This design comes from an exercise in tuning for small area and a short achievable clock period on the open sky130 flow, not from production work. In this exercise RTL edits were held to simulation tests only and were not proved equivalent to the original. No activity file was given, so power comes from the tool's default toggle rates.

## flow/design.v (module list and top-level ports; edited modules follow where they fit)
// module MULTI_32bit: 3354 lines
// module MULTI_32bit_fa: 6 lines
// module MULTI_32bit_ha: 6 lines
module MULTI_32bit(clk, rst, A, B, F);
  // ...
==> flow/flow/run.sh <==
#!/bin/bash
# The standard layout, but with port buffers of a plain buffer cell
# (buffer_ports otherwise picks a delay cell, clkdlybuf4s50_1).
set -euo pipefail
export BUFFER_PORTS_ARGS="-buffer_cell sky130_fd_sc_hd__buf_4"
bash standard.sh > make_finish.log 2>&1
==> flow/standard.sh <==
#!/bin/bash
# synth_recipe.tcl (not shown) runs the flow's synth.tcl, then flattens the netlist and writes it again
# the make line also repeats each setting of config.mk as NAME=value (left out here)
make -C /OpenROAD-flow-scripts/flow DESIGN_CONFIG=/design/flow/config.mk WORK_HOME=/design/flow/orfs CLKGATE_MAP_FILE= SYNTH_SCRIPT=/design/flow/synth_recipe.tcl "${@:-finish}"
==> flow/config.mk <==
export PLATFORM = sky130hd
export DESIGN_NAME = MULTI_32bit
export DESIGN_NICKNAME = MULTI_32bit
export VERILOG_FILES = /design/flow/design.v
export SDC_FILE = /design/flow/constraint.sdc
export NUM_CORES = 4
export LEC_CHECK = 0
export ABC_CLOCK_PERIOD_IN_PS = 2500
export CAP_MARGIN = 20
export CORE_MARGIN = 2
export CORE_UTILIZATION = 40
export SETUP_SLACK_MARGIN = 4.5
export SLEW_MARGIN = 20
export SYNTH_HIERARCHICAL = 1
export SYNTH_MINIMUM_KEEP_SIZE = 0
==> flow/constraint.sdc <==
create_clock -name core_clock -period 7.0 [get_ports {clk}]
set_input_delay 1.4000 -clock core_clock [delete_from_list [all_inputs] [get_ports {clk}]]
set_output_delay 1.4000 -clock core_clock [all_outputs]
set_load 0.01 [all_outputs]
==> results.py, run 1 <==
metrics = {
    "grt": {
        "grt_pass1_wl_mm": 109,
    },
    "finish": {
        "sh_seq_area": 0.262,
        "layout_commonest_cell": "dfxtp_1",
        "nClkBuffers": 66,
        "dominant_cells": "multi-input gates",
        "fill_cells": 4425,
        "final_cells": 2864,
        "layout.area.seq_um2": 8000,
        "n_sequential_cell": 397,
        "buffer_area_frac": 0.101,
    },
    "route": {
        "route.met3.wl_mm": 7.49,
        "vias": 16200,
        "post-route-drc-count": 0,
        "wl_mm": 77.7,
    },
    "critical_path": {
        "r2r_start": "r1_c33_0$_DFF_P_",
        "reg2reg_depth": 5,
        "criticalPathCategory": "reg -> reg",
        "crit_buf_inv": 0,
        "crit_top_cell": "fa_2",
    },
    "clock_tree": {
        "post_cts_buffers": 72,
        "clock-sinks": 397,
        "cts_inserted_buffers": 45,
        "clock_latency_ps": 600,
    },
    "synth": {
        "async_flop_share": 0,
        "synthSimpleGateAreaFrac": 0.0533,
        "synthTopCellsByCount": "dfxtp_1, xnor2_1, fa_1",
        "synth_xor_xnor_area_share": 0.123,
    },
    "sta": {
        "slew_headroom": 0.594,
        "worstMarginPinSlew_ps": 609,
        "setup_tns_ps": 0,
        "setup_ws_ps": 4320,
    },
    "worst_hold_path": {
        "holdCritStartpoint": "r1_e[1]$_DFF_P_",
        "holdPathStages": 0,
    },
    "floorplan": {
        "core_area_um2": 55000,
    },
    "place": {
        "placement.io_buffers": 96,
    },
    "run_status": {
        "status": "finished clean",
    },
}
==> run 2: changes to the inputs <==
--- a/flow/config.mk
+++ b/flow/config.mk
@@ -10,4 +10,5 @@
 export CORE_MARGIN = 2
 export CORE_UTILIZATION = 40
+export CTS_BUF_LIST = sky130_fd_sc_hd__clkbuf_8
 export SETUP_SLACK_MARGIN = 4.5
 export SLEW_MARGIN = 20
==> results.py, run 2 <==
metrics = {
    "critical_path": {
        "criticalPathCategory": "reg -> reg",
        "worstSetupStartpointType": "flip-flop",
        "slowest_delay_ps": 670,
        "cp_max_fo": 1,
        "r2r_end": "r2_h31$_DFF_P_",
        "crit_family": "adder cells",
        "crit_slowest_cell": "fa_2",
        "reg2reg_depth": 5,
        "cp_cell_sequence": "fa_2, fa_1, fa_1, fa_2, ha_4",
        "crit_buf_inv": 0,
        "arrival_ps": 3240,
        "critPathLaunch": "r1_c30_0$_DFF_P_",
        "cp.required_ps": 7530,
        "r2r_start": "r1_c30_0$_DFF_P_",
        "worst_setup_path_end_kind": "flip-flop",
        "r2r_slack_ps": 4290,
    },
    "finish": {
        "regMostFlops": "F",
        "layout.area.seq_um2": 8060,
        "drive_gt1_frac": 0.430,
        "layout_common_cells": "dfxtp_1, xnor2_1, fa_2, a22oi_2, fa_1",
        "largest_register_ffs": 32,
        "layout_commonest_cell": "dfxtp_1",
        "fin_nets": 2488,
        "area_growth_pct": 33.7,
        "fill_cells": 4547,
        "multi_input_area_um2": 16200,
        "final_area_um2": 29600,
        "reg_top3": "F (32), r1_e (8), r2_e (8)",
    },
    "sta": {
        "worstMarginPinSlew_ps": 619,
        "slew_headroom": 0.587,
        "fmax_ghz": 0.369,
        "setup_viol": 0,
        "rsz0062_at_grt": "yes",
        "fin_crit_sh": 0.387,
        "setup_ws_ps": 4290,
        "finalHoldViolCount": 0,
        "fin_hold_ws_ps": 324,
        "finalClockSkew_ps": 28.8,
        "setup_tns_ps": 0,
        "slew_violations": 0,
        "period_needed_ps": 2710,
    },
    "synth": {
        "ys_warn_count": 7,
        "syn_area_per_cell_um2": 11.7,
        "synth-main-ff-cell": "dfxtp_1",
        "yosysSeqAreaShare": 0.359,
        "synth-edff-count": 0,
        "netlist_instances": 1899,
        "async_flop_share": 0,
        "yosys.area.top_type_share": 0.359,
        "yosys.cell_count.top_type": "dfxtp_1",
        "syn_area_um2": 22200,
        "synth_top_cell_by_area": "dfxtp_1",
        "synth.area.top_cells": "dfxtp_1, fa_1, xnor2_1",
        "ys_seq_elements": 397,
        "ys_types": 60,
        "synthTopCellsByCount": "dfxtp_1, xnor2_1, fa_1",
    },
    "power": {
        "p_total_mw": 15.4,
        "p_leak_nw": 11.4,
        "power_density_nw_per_um2": 520,
        "peakVddDrop_v": 0.000488,
    },
    "route": {
        "wl_mm": 76.8,
        "drt_iter0_drc": 1408,
        "post-route-drc-count": 0,
        "dr.pass1.iters": 5,
        "routed_via_density": 5.59,
        "ant_nets": 0,
        "wl_per_cell_um": 26.9,
        "vias": 16000,
    },
    "floorplan": {
        "fp.dieW_um": 239,
        "rows": 86,
        "fp.dieH_um": 239,
        "die-area_um2": 57300,
        "start_util": 0.403,
        "core_area_um2": 55000,
        "ioPinCount": 98,
    },
    "place": {
        "dp_hpwl_mm": 42.8,
        "placed_area_um2": 25400,
        "gp_congestion": 0.805,
        "placement.io_buffers": 96,
        "dpl_worst_slack_ps": 3160,
    },
    "clock_tree": {
        "cts_inserted_buffers": 70,
        "cts_tree": "yes",
        "cts-root-buf": "clkbuf_8",
        "cts.clk_slew.worst_paths_ps": 60,
        "cts_hold_buffers": 0,
        "clock_latency_ps": 650,
        "cts_max_level": 3,
        "clock-sinks": 397,
        "clock_tree.buffer_depth": 3,
    },
    "worst_hold_path": {
        "min_to": "r2_e[1]$_DFF_P_",
        "holdCritStartpoint": "r1_e[1]$_DFF_P_",
        "holdPathStages": 0,
        "hold_path_class": "reg -> reg",
    },
    "run_status": {
        "status": "finished clean",
    },
    "grt": {
        "grt_usage": 0.263,
        "grt-ovfl-total": 0,
        "grt_pass1_wl_mm": 109,
        "grt_pass1_vias": 17200,
        "antenna_found_initial": 0,
        "grt_max_degree": 55,
    },
    "run": {
        "maxCapViolCount": 0,
    },
}
## run 2: cell count changes in the layout (fill, tap and decap cells not counted), moves of 12 or more
cell	previous run	this run
dfxtp_2	40	73
xnor2_2	124	74
clkbuf_1	12	0
a22oi_1	72	104
a22oi_2	170	138
buf_4	151	91
clkbuf_8	9	85
inv_1	16	43
buf_6	20	48
xnor2_1	160	210
dfxtp_1	356	318
clkbuf_16	55	8
buf_12	50	37
## run 2: per-stage QoR
| stage | instances | util |
|---|---|---|
| after floorplan | 1909 | - |
| after global placement | 2617 | 0.460 |
| after detailed placement | 2620 | 0.461 |
| after CTS | 2824 | 0.522 |
| after global routing | 2858 | 0.539 |
| final | 2859 | 0.539 |
## run 2: final cells by class
type | count | area share
Sequential cell | 397 | 0.272
Multi-Input combinational cell | 1343 | 0.548
Inverter | 32 | 0.00946
Timing Repair inverter | 10 | 0.00312
Antenna cell | 1 | 0.0000844
Timing Repair Buffer | 201 | 0.0863
Tap cell | 748 | 0.0316
Clock inverter | 42 | 0.0105
Clock buffer | 85 | 0.0395
## run 2: worst register-to-register path, cell delays in order, from the launching register on
cell and delay [ps]:
dfxtp_1 320, fa_2 420, fa_1 510, fa_1 440, fa_2 670, ha_4 220
## run 2: repair_timing
action,CTS,global route
cloned,17,8
buffers inserted,60,26
endpoints found under the hold margin,0,0
gates resized for setup,208,129
pin swaps,64,76
setup endpoints to repair,290,148
## run 2: logic make-up after synthesis
group,share of synthesized area
buffers and inverters,0.0308
muxes,0.0104
other,0.000169
DFF,0.359
and+or+nand+nor,0.0533
xor gates and xnor gates,0.123
adders and majority gates,0.297
AOI/OAI and AO/OA,0.126
## run 2: metal layers
metal | share of wire | track usage | vias to the layer above
li1 | - | - | 6857
met1 | 0.40 | 0.324 | 8102
met2 | 0.45 | 0.417 | 808
met3 | 0.10 | 0.0838 | 221
met4 | 0.049 | 0.131 | 0
met5 | 0 | 0 | -
## run 2: how the worst max path moves through the flow
stage	endpoint	slack [ps]	cells past startpoint
6_report	r2_h31$_DFF_P_	4290	5
5_1_grt	r2_h31$_DFF_P_	4260	5
4_1_cts	r2_h30$_DFF_P_	4330	5
3_5_place_dp	r1_c9_2$_DFF_P_	3160	6
3_3_place_gp	r1_c23_4$_DFF_P_	3180	5
2_1_floorplan	r1_e[7]$_DFF_P_	4150	9
## run 2: power breakdown
group / internal (mW) / total, mW / switching (mW)
registers: 3.34 / 3.92 / 0.584
clock network: 1.26 / 2.28 / 1.02
logic: 4.48 / 9.21 / 4.73
total: 9.08 / 15.4 / 6.33
## run 2: Yosys stat by module (local to each module, per instance)
module	flops+latches	copies in the design	cells inside	area, um2
MULTI_32bit_ha	0	31	1	12.5
MULTI_32bit_fa	0	265	1	20.0
MULTI_32bit	397	1	1603	16500
==> run 3: changes to the inputs <==
--- a/flow/config.mk
+++ b/flow/config.mk
@@ -9,5 +9,5 @@
 export CAP_MARGIN = 20
 export CORE_MARGIN = 2
-export CORE_UTILIZATION = 40
+export CORE_UTILIZATION = 60
 export CTS_BUF_LIST = sky130_fd_sc_hd__clkbuf_8
 export SETUP_SLACK_MARGIN = 4.5
==> results.py, run 3 <==
metrics = {
    "floorplan": {
        "fp.dieH_um": 196,
        "die-area_um2": 38500,
        "start_util": 0.607,
        "rows": 70,
        "ioPinCount": 98,
        "fp.dieW_um": 196,
        "core_area_um2": 36500,
    },
    "sta": {
        "finalHoldViolCount": 0,
        "rsz0062_at_grt": "yes",
        "setup_tns_ps": 0,
        "slew_headroom": 0.596,
        "period_needed_ps": 2800,
        "setup_viol": 0,
        "fin_crit_sh": 0.399,
        "finalClockSkew_ps": 41.5,
        "worstMarginPinSlew_ps": 606,
        "fmax_ghz": 0.358,
        "slew_violations": 0,
    },
    "critical_path": {
        "worstSetupStartpointType": "flip-flop",
        "arrival_ps": 3310,
        "cp_max_fo": 1,
        "criticalPathCategory": "reg -> reg",
        "cp.required_ps": 7510,
        "worst_setup_path_end_kind": "flip-flop",
    },
    "synth": {
        "synth.area.top_cells": "dfxtp_1, fa_1, xnor2_1",
        "syn_area_um2": 22200,
        "yosysSeqAreaShare": 0.359,
        "ys_seq_elements": 397,
        "async_flop_share": 0,
        "netlist_instances": 1899,
        "synth_top_cell_by_area": "dfxtp_1",
        "yosys.area.top_type_share": 0.359,
        "synth-main-ff-cell": "dfxtp_1",
        "synth-compound-area-share": 0.126,
        "synth-edff-count": 0,
        "synthMuxAreaShare": 0.0104,
        "synthSimpleGateAreaFrac": 0.0533,
        "synthTopCellsByCount": "dfxtp_1, xnor2_1, fa_1",
        "syn_area_per_cell_um2": 11.7,
        "synth-adder-area-share": 0.297,
        "yosys.cell_count.top_type": "dfxtp_1",
        "synth_top_family_by_area": "adder cells",
        "ys_warn_count": 7,
        "synth_xor_xnor_area_share": 0.123,
        "ys_types": 60,
    },
    "run": {
        "maxCapViolCount": 0,
    },
    "finish": {
        "drive_gt1_frac": 0.428,
        "layout_common_cells": "dfxtp_1, xnor2_1, fa_2, a22oi_2, buf_4",
        "final_area_um2": 29200,
        "area_growth_pct": 31.6,
        "antenna_cells": 0,
        "regMostFlops": "F",
        "reg_top3": "F (32), r1_e (8), r2_e (8)",
        "largest_register_ffs": 32,
        "fill_cells": 2138,
        "layout_commonest_cell": "dfxtp_1",
        "fin_nets": 2507,
    },
    "clock_tree": {
        "cts_hold_buffers": 0,
        "cts_max_level": 3,
        "cts_inserted_buffers": 67,
        "cts-root-buf": "clkbuf_8",
        "cts.clk_slew.worst_paths_ps": 60,
        "clock_tree.buffer_depth": 3,
        "clock_latency_ps": 650,
        "clock-sinks": 397,
        "cts_tree": "yes",
    },
    "place": {
        "placed_area_um2": 25000,
        "placement.io_buffers": 96,
        "gp_congestion": 0.890,
        "dp_hpwl_mm": 40.9,
    },
    "worst_hold_path": {
        "hold_path_class": "reg -> reg",
    },
    "route": {
        "routed_via_density": 6.52,
        "drt_iter0_drc": 1594,
        "ant_nets": 0,
        "post-route-drc-count": 0,
        "wl_per_cell_um": 29.5,
        "dr.pass1.iters": 8,
        "wl_mm": 76.3,
        "vias": 16900,
    },
    "grt": {
        "grt_pass1_wl_mm": 108,
        "grt_pass1_vias": 17400,
        "grt-ovfl-total": 0,
        "grt_max_degree": 55,
        "antenna_found_initial": 1,
        "grt_usage": 0.390,
    },
    "run_status": {
        "status": "finished clean",
    },
    "power": {
        "p_leak_nw": 11.3,
        "power_density_nw_per_um2": 523,
        "peakVddDrop_v": 0.000502,
    },
}
run 3: critical path, cell delays in order, from the launching register on:
cell	delay [ps]
dfxtp_2	330
fa_2	400
fa_1	580
fa_1	480
fa_2	650
ha_4	220
run 3: path summary, 6_finish.rpt:
check	cells after the start	to	slack (ps)	from
setup / recovery	5	r2_h31$_DFF_P_	4200	r1_c30_2$_DFF_P_
hold / removal	0	r2_e[1]$_DFF_P_	320	r1_e[1]$_DFF_P_
setup reg to reg	5	r2_h31$_DFF_P_	4200	r1_c30_2$_DFF_P_
hold reg to reg	0	r2_e[1]$_DFF_P_	320	r1_e[1]$_DFF_P_
run 3: cell type report:
| type | instances | area [um2] | area share |
|---|---|---|---|
| clock buffer | 86 | 1180 | 0.0406 |
| timing repair buffer | 222 | 2520 | 0.0863 |
| multi-input combinational | 1344 | 16300 | 0.559 |
| tap | 468 | 586 | 0.0201 |
| inverter | 32 | 290 | 0.00995 |
| timing repair inverter | 10 | 97.6 | 0.00335 |
| sequential | 397 | 8010 | 0.275 |
| clock inverter | 29 | 184 | 0.00630 |
run 3: stage by stage:
| stage | hold WS, ps | setup slack (ps) | utilization | instances | power [mW] |
|---|---|---|---|---|---|
| floorplan | 310 | 4150 | - | 1909 | 8.50 |
| global placement | 312 | 3130 | 0.682 | 2337 | 11.0 |
| detailed placement | 313 | 3130 | 0.683 | 2338 | 11.3 |
| CTS | 323 | 4330 | 0.770 | 2549 | 14.2 |
| global route | 331 | 4210 | 0.799 | 2588 | 16.3 |
| finish | 323 | 4200 | 0.799 | 2588 | 15.3 |
run 3: cell families (layout without fill, tap and decap cells):
family | count (synthesis) | in the layout
AO/OA/AOI/OAI | 404 | 409
flip-flops | 397 | 397
adder cells (fa/ha/maj) | 367 | 367
XOR/XNOR | 311 | 311
AND/OR/NAND/NOR | 225 | 225
buffers and inverters | 173 | 379
multiplexers | 21 | 21
other | 1 | 11
run 3: routing by layer:
metal / up-vias / wire length [um] / track usage
li1: 6886 / - / -
met2: 1244 / 34200 / 0.597
met3: 342 / 9330 / 0.132
met1: 8405 / 28400 / 0.489
met5: - / 0 / 0
met4: 0 / 4450 / 0.213
run 3: repair_timing:
action	4_1_cts	5_1_grt
pin swaps	50	82
endpoints found under the setup margin	265	140
buffers inserted	81	30
resized for setup	147	148
cloned	15	9
run 3: report_power, final:
| part | total [mW] | switching [mW] | internal, mW | leakage, nW |
|---|---|---|---|---|
| logic | 9.24 | 4.79 | 4.45 | 7.23 |
| registers | 3.87 | 0.556 | 3.31 | 3.34 |
| clock network | 2.14 | 0.967 | 1.17 | 0.779 |
| total | 15.3 | 6.32 | 8.94 | 11.3 |
run 3: Yosys stat by module, one instance, submodules excluded:
module | flops+latches | cells | copies in the design
MULTI_32bit_fa | 0 | 1 | 265
MULTI_32bit | 397 | 1603 | 1
MULTI_32bit_ha | 0 | 1 | 31
==> run 4: changes to the inputs <==
--- a/flow/config.mk
+++ b/flow/config.mk
@@ -9,7 +9,7 @@
 export CAP_MARGIN = 20
 export CORE_MARGIN = 2
-export CORE_UTILIZATION = 60
+export CORE_UTILIZATION = 40
 export CTS_BUF_LIST = sky130_fd_sc_hd__clkbuf_8
-export SETUP_SLACK_MARGIN = 4.5
+export SETUP_SLACK_MARGIN = 4.1
 export SLEW_MARGIN = 20
 export SYNTH_HIERARCHICAL = 1
==> results.py, run 4 <==
metrics = {
    "finish": {
        "fin_nets": 2396,
        "utilization": 0.459,
        "fill_cells": 4997,
        "largest_register_ffs": 32,
        "layout_common_cells": "dfxtp_1, xnor2_1, fa_1, a22oi_1, buf_4",
        "area_growth_pct": 13.8,
        "drive_gt1_frac": 0.149,
        "regMostFlops": "F",
        "reg_top3": "F (32), r1_e (8), r2_e (8)",
        "layout_commonest_cell": "dfxtp_1",
    },
    "power": {
        "peakVddDrop_v": 0.000265,
        "p_leak_nw": 9.86,
        "p_clk_frac": 0.171,
        "internal_power_mw": 7.64,
        "seq_power_share": 0.300,
        "switching_share": 0.400,
        "switching_power_mw": 5.10,
        "comb_power_share": 0.529,
        "power_density_nw_per_um2": 505,
    },
    "run_status": {
        "status": "finished clean",
    },
    "floorplan": {
        "start_util": 0.403,
        "die-area_um2": 57300,
        "rows": 86,
        "core_area_um2": 55000,
        "ioPinCount": 98,
        "fp.dieH_um": 239,
        "fp.dieW_um": 239,
    },
    "route": {
        "routed_via_density": 5.55,
        "drt_iter0_drc": 1450,
        "dr.pass1.iters": 5,
        "wl_mm": 67.5,
        "ant_nets": 0,
        "post-route-drc-count": 0,
        "vias": 15300,
        "wl_per_cell_um": 24.5,
    },
    "sta": {
        "fmax_ghz": 0.344,
        "slew_headroom": 0.434,
        "finalClockSkew_ps": 25.9,
        "period_needed_ps": 2910,
        "fin_crit_sh": 0.416,
        "rsz0062_at_grt": "yes",
        "finalHoldViolCount": 0,
        "slew_violations": 0,
        "setup_tns_ps": 0,
        "worstMarginPinSlew_ps": 848,
        "setup_viol": 0,
    },
    "synth": {
        "ys_seq_elements": 397,
        "async_flop_share": 0,
        "ys_types": 60,
        "yosys.cell_count.top_type": "dfxtp_1",
        "syn_area_um2": 22200,
        "yosysSeqAreaShare": 0.359,
        "ys_warn_count": 7,
        "netlist_instances": 1899,
        "synth.area.top_cells": "dfxtp_1, fa_1, xnor2_1",
        "synth-main-ff-cell": "dfxtp_1",
        "synth_top_cell_by_area": "dfxtp_1",
        "syn_area_per_cell_um2": 11.7,
        "synthTopCellsByCount": "dfxtp_1, xnor2_1, fa_1",
        "yosys.area.top_type_share": 0.359,
        "synth-edff-count": 0,
    },
    "critical_path": {
        "criticalPathCategory": "in -> reg",
        "arrival_ps": 3420,
        "cp.required_ps": 7510,
        "cp_max_fo": 24,
        "worstSetupStartpointType": "primary input",
        "worst_setup_path_end_kind": "flip-flop",
    },
    "grt": {
        "grt_pass1_vias": 16400,
        "grt_pass1_wl_mm": 98.7,
        "antenna_found_initial": 1,
        "grt_usage": 0.232,
        "grt_max_degree": 55,
        "grt-ovfl-total": 0,
    },
    "clock_tree": {
        "cts_max_level": 3,
        "cts_hold_buffers": 0,
        "cts.clk_slew.worst_paths_ps": 60,
        "cts_tree": "yes",
        "clock_latency_ps": 650,
        "cts_inserted_buffers": 69,
        "clock-sinks": 397,
        "clock_tree.buffer_depth": 3,
        "cts-root-buf": "clkbuf_8",
    },
    "place": {
        "placement.io_buffers": 96,
        "dp_hpwl_mm": 41.6,
        "gp_congestion": 0.857,
    },
    "worst_hold_path": {
        "hold_path_class": "reg -> reg",
    },
    "run": {
        "maxCapViolCount": 0,
    },
}
## run 4: cell counts after synthesis
No cell type changed its count.
## run 4: timing repair
| action | CTS | global route |
|---|---|---|
| buffers inserted | 1 | 11 |
| endpoints found under the setup margin | 192 | 93 |
| resized for setup | 27 | 9 |
| gates cloned | 0 | 3 |
| pin swaps | 1 | 4 |
## run 4: cell type report
| class | count | area, um2 | share of cell area |
|---|---|---|---|
| clock inverter | 28 | 153 | 0.00605 |
| inverter | 32 | 148 | 0.00585 |
| timing repair buffer | 121 | 995 | 0.0394 |
| tap | 748 | 936 | 0.0371 |
| multi-input combinational | 1342 | 13800 | 0.546 |
| clock buffer | 92 | 1270 | 0.0502 |
| antenna | 1 | 2.50 | 0.0000992 |
| sequential | 397 | 7950 | 0.315 |
## run 4: final timing paths
kind	startpoint	endpoint	slack, ps	depth (start not counted)
worst max-delay path	B[13]	r1_c14_4$_DFF_P_	4090	5
worst min-delay path	r1_s$_DFF_P_	r2_s$_DFF_P_	320	0
worst min register to register	r1_s$_DFF_P_	r2_s$_DFF_P_	320	0
worst max register to register	r2_p5$_DFF_P_	F[17]$_DFF_P_	4210	9
## run 4: per-layer routing
layer,GRT usage,wire length [um]
met1,0.293,27400
met2,0.380,31700
met3,0.0501,5860
met4,0.107,2620
met5,0,0
## run 4: cells by family (layout without fill, tap and decap cells)
| family | Yosys count | after routing | share of synthesized area |
|---|---|---|---|
| DFF | 397 | 397 | 0.359 |
| xor gates and xnor gates | 311 | 311 | 0.123 |
| and+or+nand+nor | 225 | 225 | 0.0533 |
| adders and majority gates | 367 | 367 | 0.297 |
| buffers and inverters | 173 | 273 | 0.0308 |
| other | 1 | 12 | 0.000169 |
| AOI/OAI and AO/OA | 404 | 407 | 0.126 |
| muxes | 21 | 21 | 0.0104 |
## run 4: critical path: stages
cell and delay [ps]:
buf_4 130, ha_2 760, nand2_1 140, xor2_1 470, fa_1 510
## run 4: per-stage QoR
step | worst slack (ps) | hold WS [ps] | instances | power (mW) | instance area [um2]
2_1_floorplan | 4100 | 310 | 1909 | 8.23 | 22400
3_3_place_gp | 2990 | 310 | 2625 | 10.3 | 23500
3_5_place_dp | 2920 | 312 | 2625 | 10.5 | 23500
4_1_cts | 4050 | 325 | 2746 | 12.8 | 25000
5_1_grt | 4040 | 331 | 2761 | 14.0 | 25200
6_report | 4090 | 321 | 2761 | 12.7 | 25200
## run 4: power groups by stage
| stage | clock network [mW] | logic [mW] | registers [mW] |
|---|---|---|---|
| 3_3_place_gp | 0 | 6.45 | 3.84 |
| 5_1_grt | 2.31 | 7.77 | 3.91 |
| 6_report | 2.18 | 6.74 | 3.83 |
| 3_5_place_dp | 0 | 6.63 | 3.86 |
| 4_1_cts | 2.22 | 6.73 | 3.82 |
| 2_1_floorplan | 0 | 4.50 | 3.73 |
## run 4: modules after synthesis (local to each module, per instance)
module	cell area [um2]	flops+latches
MULTI_32bit	16500	397
MULTI_32bit_fa	20.0	0
MULTI_32bit_ha	12.5	0
==> run 5: changes to the inputs <==
--- a/flow/config.mk
+++ b/flow/config.mk
@@ -11,5 +11,5 @@
 export CORE_UTILIZATION = 40
 export CTS_BUF_LIST = sky130_fd_sc_hd__clkbuf_8
-export SETUP_SLACK_MARGIN = 4.1
+export SETUP_SLACK_MARGIN = 4.2
 export SLEW_MARGIN = 20
 export SYNTH_HIERARCHICAL = 1
==> results.py, run 5 <==
metrics = {
    "synth": {
        "synthTopCellsByCount": "dfxtp_1, xnor2_1, fa_1",
        "syn_area_per_cell_um2": 11.7,
        "yosys.cell_count.top_type": "dfxtp_1",
        "synth-adder-area-share": 0.297,
        "synth.area.top_cells": "dfxtp_1, fa_1, xnor2_1",
        "synth_xor_xnor_area_share": 0.123,
        "synth_top_cell_by_area": "dfxtp_1",
        "synth-edff-count": 0,
        "yosysSeqAreaShare": 0.359,
        "ys_types": 60,
        "yosys.area.top_type_share": 0.359,
        "async_flop_share": 0,
        "ys_warn_count": 7,
        "synth-main-ff-cell": "dfxtp_1",
        "synthMuxAreaShare": 0.0104,
        "synth_top_family_by_area": "adder cells",
        "synthSimpleGateAreaFrac": 0.0533,
        "synth-compound-area-share": 0.126,
        "netlist_instances": 1899,
        "ys_seq_elements": 397,
        "syn_area_um2": 22200,
    },
    "sta": {
        "finalHoldViolCount": 0,
        "rsz0062_at_grt": "no",
        "worstMarginPinSlew_ps": 902,
        "slew_violations": 0,
        "setup_tns_ps": 0,
        "fmax_ghz": 0.354,
        "setup_ws_ps": 4180,
        "setup_viol": 0,
        "period_needed_ps": 2820,
        "fin_crit_sh": 0.403,
        "finalClockSkew_ps": 34.7,
        "fin_hold_ws_ps": 322,
        "slew_headroom": 0.398,
    },
    "worst_hold_path": {
        "holdPathStages": 0,
        "min_to": "r2_e[5]$_DFF_P_",
        "holdCritStartpoint": "r1_e[5]$_DFF_P_",
        "hold_path_class": "reg -> reg",
    },
    "critical_path": {
        "r2r_start": "r1_c24_0$_DFF_P_",
        "worstSetupStartpointType": "primary input",
        "crit_family": "adder cells",
        "crit_slowest_cell": "fa_1",
        "crit_buf_inv": 2,
        "worst_setup_path_end_kind": "flip-flop",
        "criticalPathCategory": "in -> reg",
        "r2r_slack_ps": 4290,
        "r2r_end": "r2_h25$_DFF_P_",
        "reg2reg_depth": 5,
        "cp.required_ps": 7530,
        "cp_max_fo": 12,
        "arrival_ps": 3350,
        "cp_cell_sequence": "buf_4, nand3b_1, o21ai_4, buf_12, a22oi_1, xnor2_1, fa_1",
        "slowest_delay_ps": 500,
    },
    "clock_tree": {
        "clock-sinks": 397,
        "clock_latency_ps": 660,
        "cts-root-buf": "clkbuf_8",
        "cts_max_level": 3,
        "clock_tree.buffer_depth": 3,
        "cts_tree": "yes",
        "cts.clk_slew.worst_paths_ps": 60,
        "cts_inserted_buffers": 70,
    },
    "floorplan": {
        "ioPinCount": 98,
        "core_area_um2": 55000,
        "fp.dieW_um": 239,
        "fp.dieH_um": 239,
        "die-area_um2": 57300,
        "start_util": 0.403,
        "rows": 86,
    },
    "finish": {
        "utilization": 0.464,
        "drive_gt1_frac": 0.160,
        "layout_commonest_cell": "dfxtp_1",
        "fin_nets": 2397,
        "fill_cells": 4980,
        "area_growth_pct": 15.2,
        "largest_register_ffs": 32,
        "reg_top3": "F (32), r1_e (8), r2_e (8)",
        "layout.area.seq_um2": 7950,
        "regMostFlops": "F",
        "multi_input_area_um2": 14000,
        "layout_common_cells": "dfxtp_1, xnor2_1, fa_1, a22oi_1, buf_4",
    },
    "place": {
        "placement.io_buffers": 96,
        "dp_hpwl_mm": 41.3,
        "gp_congestion": 0.840,
        "dpl_worst_slack_ps": 3310,
    },
    "grt": {
        "grt_pass1_wl_mm": 101,
        "grt_usage": 0.238,
        "grt-ovfl-total": 0,
        "grt_max_degree": 55,
        "grt_pass1_vias": 16500,
        "antenna_found_initial": 1,
    },
    "power": {
        "seq_power_share": 0.296,
        "comb_power_share": 0.525,
        "switching_share": 0.399,
        "p_clk_frac": 0.179,
        "power_density_nw_per_um2": 505,
        "switching_power_mw": 5.15,
        "p_total_mw": 12.9,
        "peakVddDrop_v": 0.000243,
        "internal_power_mw": 7.75,
        "p_leak_nw": 9.91,
    },
    "run_status": {
        "status": "finished clean",
    },
    "route": {
        "post-route-drc-count": 0,
        "wl_per_cell_um": 24.2,
        "wl_mm": 66.8,
        "routed_via_density": 5.57,
        "ant_nets": 0,
        "dr.pass1.iters": 5,
        "vias": 15400,
        "drt_iter0_drc": 1243,
    },
    "run": {
        "maxCapViolCount": 0,
    },
}
-- run 5: cell counts after synthesis --
Identical to the previous run, type by type.
-- run 5: how the worst max path moves through the flow --
stage | cells past startpoint | from | slack (ps) | to
after floorplan | 9 | A[24] | 4150 | r1_e[7]$_DFF_P_
after global placement | 6 | B[1] | 3360 | r1_c15_3$_DFF_P_
after detailed placement | 6 | B[1] | 3310 | r1_c7_1$_DFF_P_
after CTS | 6 | B[7] | 4200 | r1_c29_5$_DFF_P_
after global routing | 10 | r2_p5$_DFF_P_ | 4180 | F[21]$_DFF_P_
final | 7 | B[5] | 4180 | r1_c24_5$_DFF_P_
-- run 5: layout make-up --
type | count | area share
clock buffer | 89 | 0.0480
antenna | 1 | 0.0000980
inverter | 32 | 0.00617
multi-input combinational | 1342 | 0.548
sequential | 397 | 0.311
tap | 748 | 0.0366
timing repair buffer | 121 | 0.0396
clock inverter | 32 | 0.0107
-- run 5: routing by layer --
metal / wire (um) / part of all wire / GRT usage
met1: 27500 / 0.41 / 0.309
met2: 30700 / 0.46 / 0.375
met3: 5940 / 0.089 / 0.0549
met4: 2760 / 0.041 / 0.118
met5: 0 / 0 / 0
-- run 5: timing repair --
action,in CTS,in global routing
gates resized for setup,16,23
hold buffers,0,0
endpoints found under the setup margin,107,79
cloned,3,0
buffers inserted,11,6
hold endpoints to repair,0,0
pin swaps,3,4
-- run 5: power groups by stage --
stage | Sequential (mW) | Combinational, mW | Clock [mW]
finish | 3.82 | 6.78 | 2.30
floorplan | 3.73 | 4.53 | 0
global route | 3.91 | 7.76 | 2.45
global placement | 3.84 | 6.48 | 0
detailed placement | 3.86 | 6.65 | 0
CTS | 3.81 | 6.77 | 2.35
-- run 5: Yosys stat by module (local to each module, per instance) --
module          area [um2]  times used  flip-flops and latches  cells
MULTI_32bit_ha        12.5          31                       0      1
MULTI_32bit_fa        20.0         265                       0      1
MULTI_32bit          16500           1                     397   1603
-- run 5: cells by family (layout without fill, tap and decap cells) --
group | Yosys count | in the layout
XOR/XNOR | 311 | 311
multiplexers | 21 | 21
adder cells (fa/ha/maj) | 367 | 367
flip-flops | 397 | 397
other | 1 | 12
buffers and inverters | 173 | 274
AND/OR/NAND/NOR | 225 | 225
AO/OA/AOI/OAI | 404 | 407
-- run 5: worst reg2reg max path, cell delays in order (launching register included) --
cell,delay (ps)
dfxtp_1,320
fa_1,450
fa_1,540
fa_1,560
fa_1,420
ha_1,280
-- run 5: per-stage QoR --
stage                     instances  area, um2
after CTS                      2755      25400
after detailed placement       2620      23600
after global placement         2620      23600
after global routing           2762      25500
after floorplan                1909      22800
final                          2762      25500
==> run 6: changes to the inputs <==
--- a/flow/config.mk
+++ b/flow/config.mk
@@ -11,5 +11,5 @@
 export CORE_UTILIZATION = 40
 export CTS_BUF_LIST = sky130_fd_sc_hd__clkbuf_8
-export SETUP_SLACK_MARGIN = 4.2
+export SETUP_SLACK_MARGIN = 4.3
 export SLEW_MARGIN = 20
 export SYNTH_HIERARCHICAL = 1
==> results.py, run 6 <==
metrics = {
    "run_status": {
        "status": "finished clean",
    },
    "sta": {
        "setup_ws_ps": 4290,
        "slew_headroom": 0.429,
        "worstMarginPinSlew_ps": 855,
        "period_needed_ps": 2710,
        "finalHoldViolCount": 0,
        "slew_violations": 0,
        "rsz0062_at_grt": "no",
        "finalClockSkew_ps": 37.3,
        "fin_hold_ws_ps": 317,
        "setup_tns_ps": 0,
        "setup_viol": 0,
        "fin_crit_sh": 0.387,
        "fmax_ghz": 0.369,
    },
    "finish": {
        "fin_nets": 2428,
        "utilization": 0.490,
        "layout_commonest_cell": "dfxtp_1",
        "drive_gt1_frac": 0.258,
        "final_area_um2": 26900,
        "layout_common_cells": "dfxtp_1, fa_1, xnor2_1, a22oi_1, buf_4",
        "reg_top3": "F (32), r1_e (8), r2_e (8)",
        "largest_register_ffs": 32,
        "final_cells": 2785,
        "regMostFlops": "F",
        "area_growth_pct": 21.5,
    },
    "synth": {
        "yosysSeqAreaShare": 0.359,
        "synth_top_cell_by_area": "dfxtp_1",
        "netlist_instances": 1899,
        "synthTopCellsByCount": "dfxtp_1, xnor2_1, fa_1",
        "synth-edff-count": 0,
        "ys_warn_count": 7,
        "synth-main-ff-cell": "dfxtp_1",
        "ys_seq_elements": 397,
        "yosys.cell_count.top_type": "dfxtp_1",
        "ys_types": 60,
        "syn_area_per_cell_um2": 11.7,
        "syn_area_um2": 22200,
        "yosys.area.top_type_share": 0.359,
        "async_flop_share": 0,
        "synth.area.top_cells": "dfxtp_1, fa_1, xnor2_1",
    },
    "floorplan": {
        "fp.dieW_um": 239,
        "ioPinCount": 98,
        "rows": 86,
        "fp.dieH_um": 239,
        "start_util": 0.403,
        "die-area_um2": 57300,
        "core_area_um2": 55000,
    },
    "power": {
        "p_clk_frac": 0.155,
        "peakVddDrop_v": 0.000317,
        "internal_power_mw": 7.76,
        "switching_power_mw": 5.37,
        "power_density_nw_per_um2": 488,
        "switching_share": 0.409,
        "p_leak_nw": 10.5,
        "seq_power_share": 0.292,
        "p_total_mw": 13.1,
        "comb_power_share": 0.553,
    },
    "critical_path": {
        "criticalPathCategory": "in -> reg",
        "cp_max_fo": 24,
        "reg2reg_depth": 5,
        "crit_buf_inv": 1,
        "worst_setup_path_end_kind": "flip-flop",
        "crit_family": "adder cells",
        "crit_cells": 5,
        "cp_cell_sequence": "buf_4, ha_4, nand2_1, xor2_1, fa_1",
        "slowest_delay_ps": 590,
        "crit_slowest_cell": "ha_4",
        "arrival_ps": 3230,
        "worstSetupStartpointType": "primary input",
        "cp.required_ps": 7520,
    },
    "clock_tree": {
        "cts_inserted_buffers": 68,
        "clock-sinks": 397,
        "cts_max_level": 3,
        "cts.clk_slew.worst_paths_ps": 60,
        "cts_tree": "yes",
        "clock_latency_ps": 660,
        "cts-root-buf": "clkbuf_8",
        "clock_tree.buffer_depth": 3,
    },
    "grt": {
        "grt_max_degree": 56,
        "antenna_found_initial": 1,
        "grt-ovfl-total": 0,
        "grt_pass1_vias": 17000,
        "grt_pass1_wl_mm": 108,
        "grt_usage": 0.257,
    },
    "place": {
        "dp_hpwl_mm": 42.3,
        "dp.cells": 2614,
        "gp_congestion": 0.837,
        "placed_area_um2": 24700,
        "dpl_worst_slack_ps": 3280,
        "placement.io_buffers": 96,
    },
    "route": {
        "wl_mm": 72.2,
        "ant_nets": 0,
        "drt_iter0_drc": 1202,
        "vias": 15600,
        "dr.pass1.iters": 5,
        "post-route-drc-count": 0,
        "wl_per_cell_um": 25.9,
        "routed_via_density": 5.60,
    },
    "worst_hold_path": {
        "hold_path_class": "reg -> reg",
        "holdPathStages": 0,
    },
    "run": {
        "maxCapViolCount": 0,
    },
}
-- run 6: cells by family (layout without fill, tap and decap cells) --
group	after synthesis	count (layout)	synth area share
compound gates	404	413	0.126
simple gates	225	225	0.0533
other cells	1	12	0.000169
mux	21	21	0.0104
flops	397	397	0.359
buf+inv	173	291	0.0308
fa+ha+maj	367	367	0.297
xor+xnor	311	311	0.123
-- run 6: final timing paths --
path | startpoint | to | slack [ps]
worst max-delay path | B[13] | r1_c14_4$_DFF_P_ | 4290
worst max register to register | r1_c20_0$_DFF_P_ | r2_p22$_DFF_P_ | 4300
worst min-delay path | r2_s$_DFF_P_ | F[31]$_DFF_P_ | 320
worst min register to register | r2_s$_DFF_P_ | F[31]$_DFF_P_ | 320
-- run 6: worst register-to-register path: stages, from the launching register on --
cell and delay, ps:
dfxtp_1 320, fa_1 500, fa_1 480, fa_1 510
fa_1 420, ha_1 320
-- run 6: what timing repair did --
action	4_1_cts	5_1_grt
cloned	9	2
resized for setup	29	31
hold buffers	0	0
buffers inserted	24	24
pin swaps	11	10
endpoints found under the setup margin	211	111
-- run 6: layout make-up --
| class | count | area [um2] |
|---|---|---|
| antenna | 1 | 2.50 |
| clock buffer | 80 | 1100 |
| clock inverter | 31 | 174 |
| fill | 4842 | 28100 |
| inverter | 32 | 241 |
| multi-input combinational | 1348 | 15200 |
| sequential | 397 | 7950 |
| tap | 748 | 936 |
| timing repair buffer | 147 | 1370 |
| timing repair inverter | 1 | 8.76 |
-- run 6: power by group through the flow --
stage                     Sequential, mW  Combinational [mW]  Clock, mW
final                               3.84                7.27       2.03
after global routing                3.93                8.11       2.18
after CTS                           3.82                7.15       2.08
after detailed placement            3.87                6.99          0
after global placement              3.86                6.79          0
after floorplan                     3.73                4.68          0
-- run 6: per-module statistics from Yosys (local to each module, per instance) --
module | flip-flops and latches | cell area [um2] | cells
MULTI_32bit | 397 | 16500 | 1603
MULTI_32bit_fa | 0 | 20.0 | 1
MULTI_32bit_ha | 0 | 12.5 | 1
-- run 6: per-layer routing --
layer	global-route usage	wire length (um)	vias up
met1	0.335	30100	8002
met2	0.414	33600	699
met3	0.0552	5870	178
met4	0.111	2580	0
met5	0	0	-
li1	-	-	6723

## static timing again, ports no longer ideal
The flow's constraints put no driver on any port. The routed layouts listed below were extracted and timed again, unchanged, in two steps.
Step 1 (the two cells are an assumption about what drives the block):
set clk [get_ports {clk}]
set_driving_cell -lib_cell sky130_fd_sc_hd__clkbuf_16 $clk
set_driving_cell -lib_cell sky130_fd_sc_hd__buf_2 [delete_from_list [all_inputs] $clk]
Step 2 moves the port delays by t, midway between the first and last clock arrival at a register: inputs arrive t later, outputs are due t later. That takes back most of the time a late clock gives input paths.
Three values: ideal ports, drivers, drivers and shift; two values: the first two.
run	shift t [ns]	slack for setup (ns)	worst setup path after step 2	worst register clock-pin slew, ns
run 1	0.639	4.322 / 4.322 / 3.776	input to register	0.07 / 0.07
run 2	0.690	4.293 / 4.293 / 3.738	input to register	0.07 / 0.07
run 3	0.684	4.204 / 4.204 / 3.789	input to register	0.08 / 0.08
run 4	0.686	4.089 / 4.103 / 3.417	input to register	0.06 / 0.06
run 5	0.700	4.178 / 4.202 / 3.502	input to register	0.07 / 0.07
run 6	0.693	4.292 / 4.297 / 3.623	input to register	0.07 / 0.07
After both steps every run listed still meets setup and hold. For run 5, which loses most, drivers alone change the setup slack by +0.024 ns; drivers and shift together by -0.676 ns.
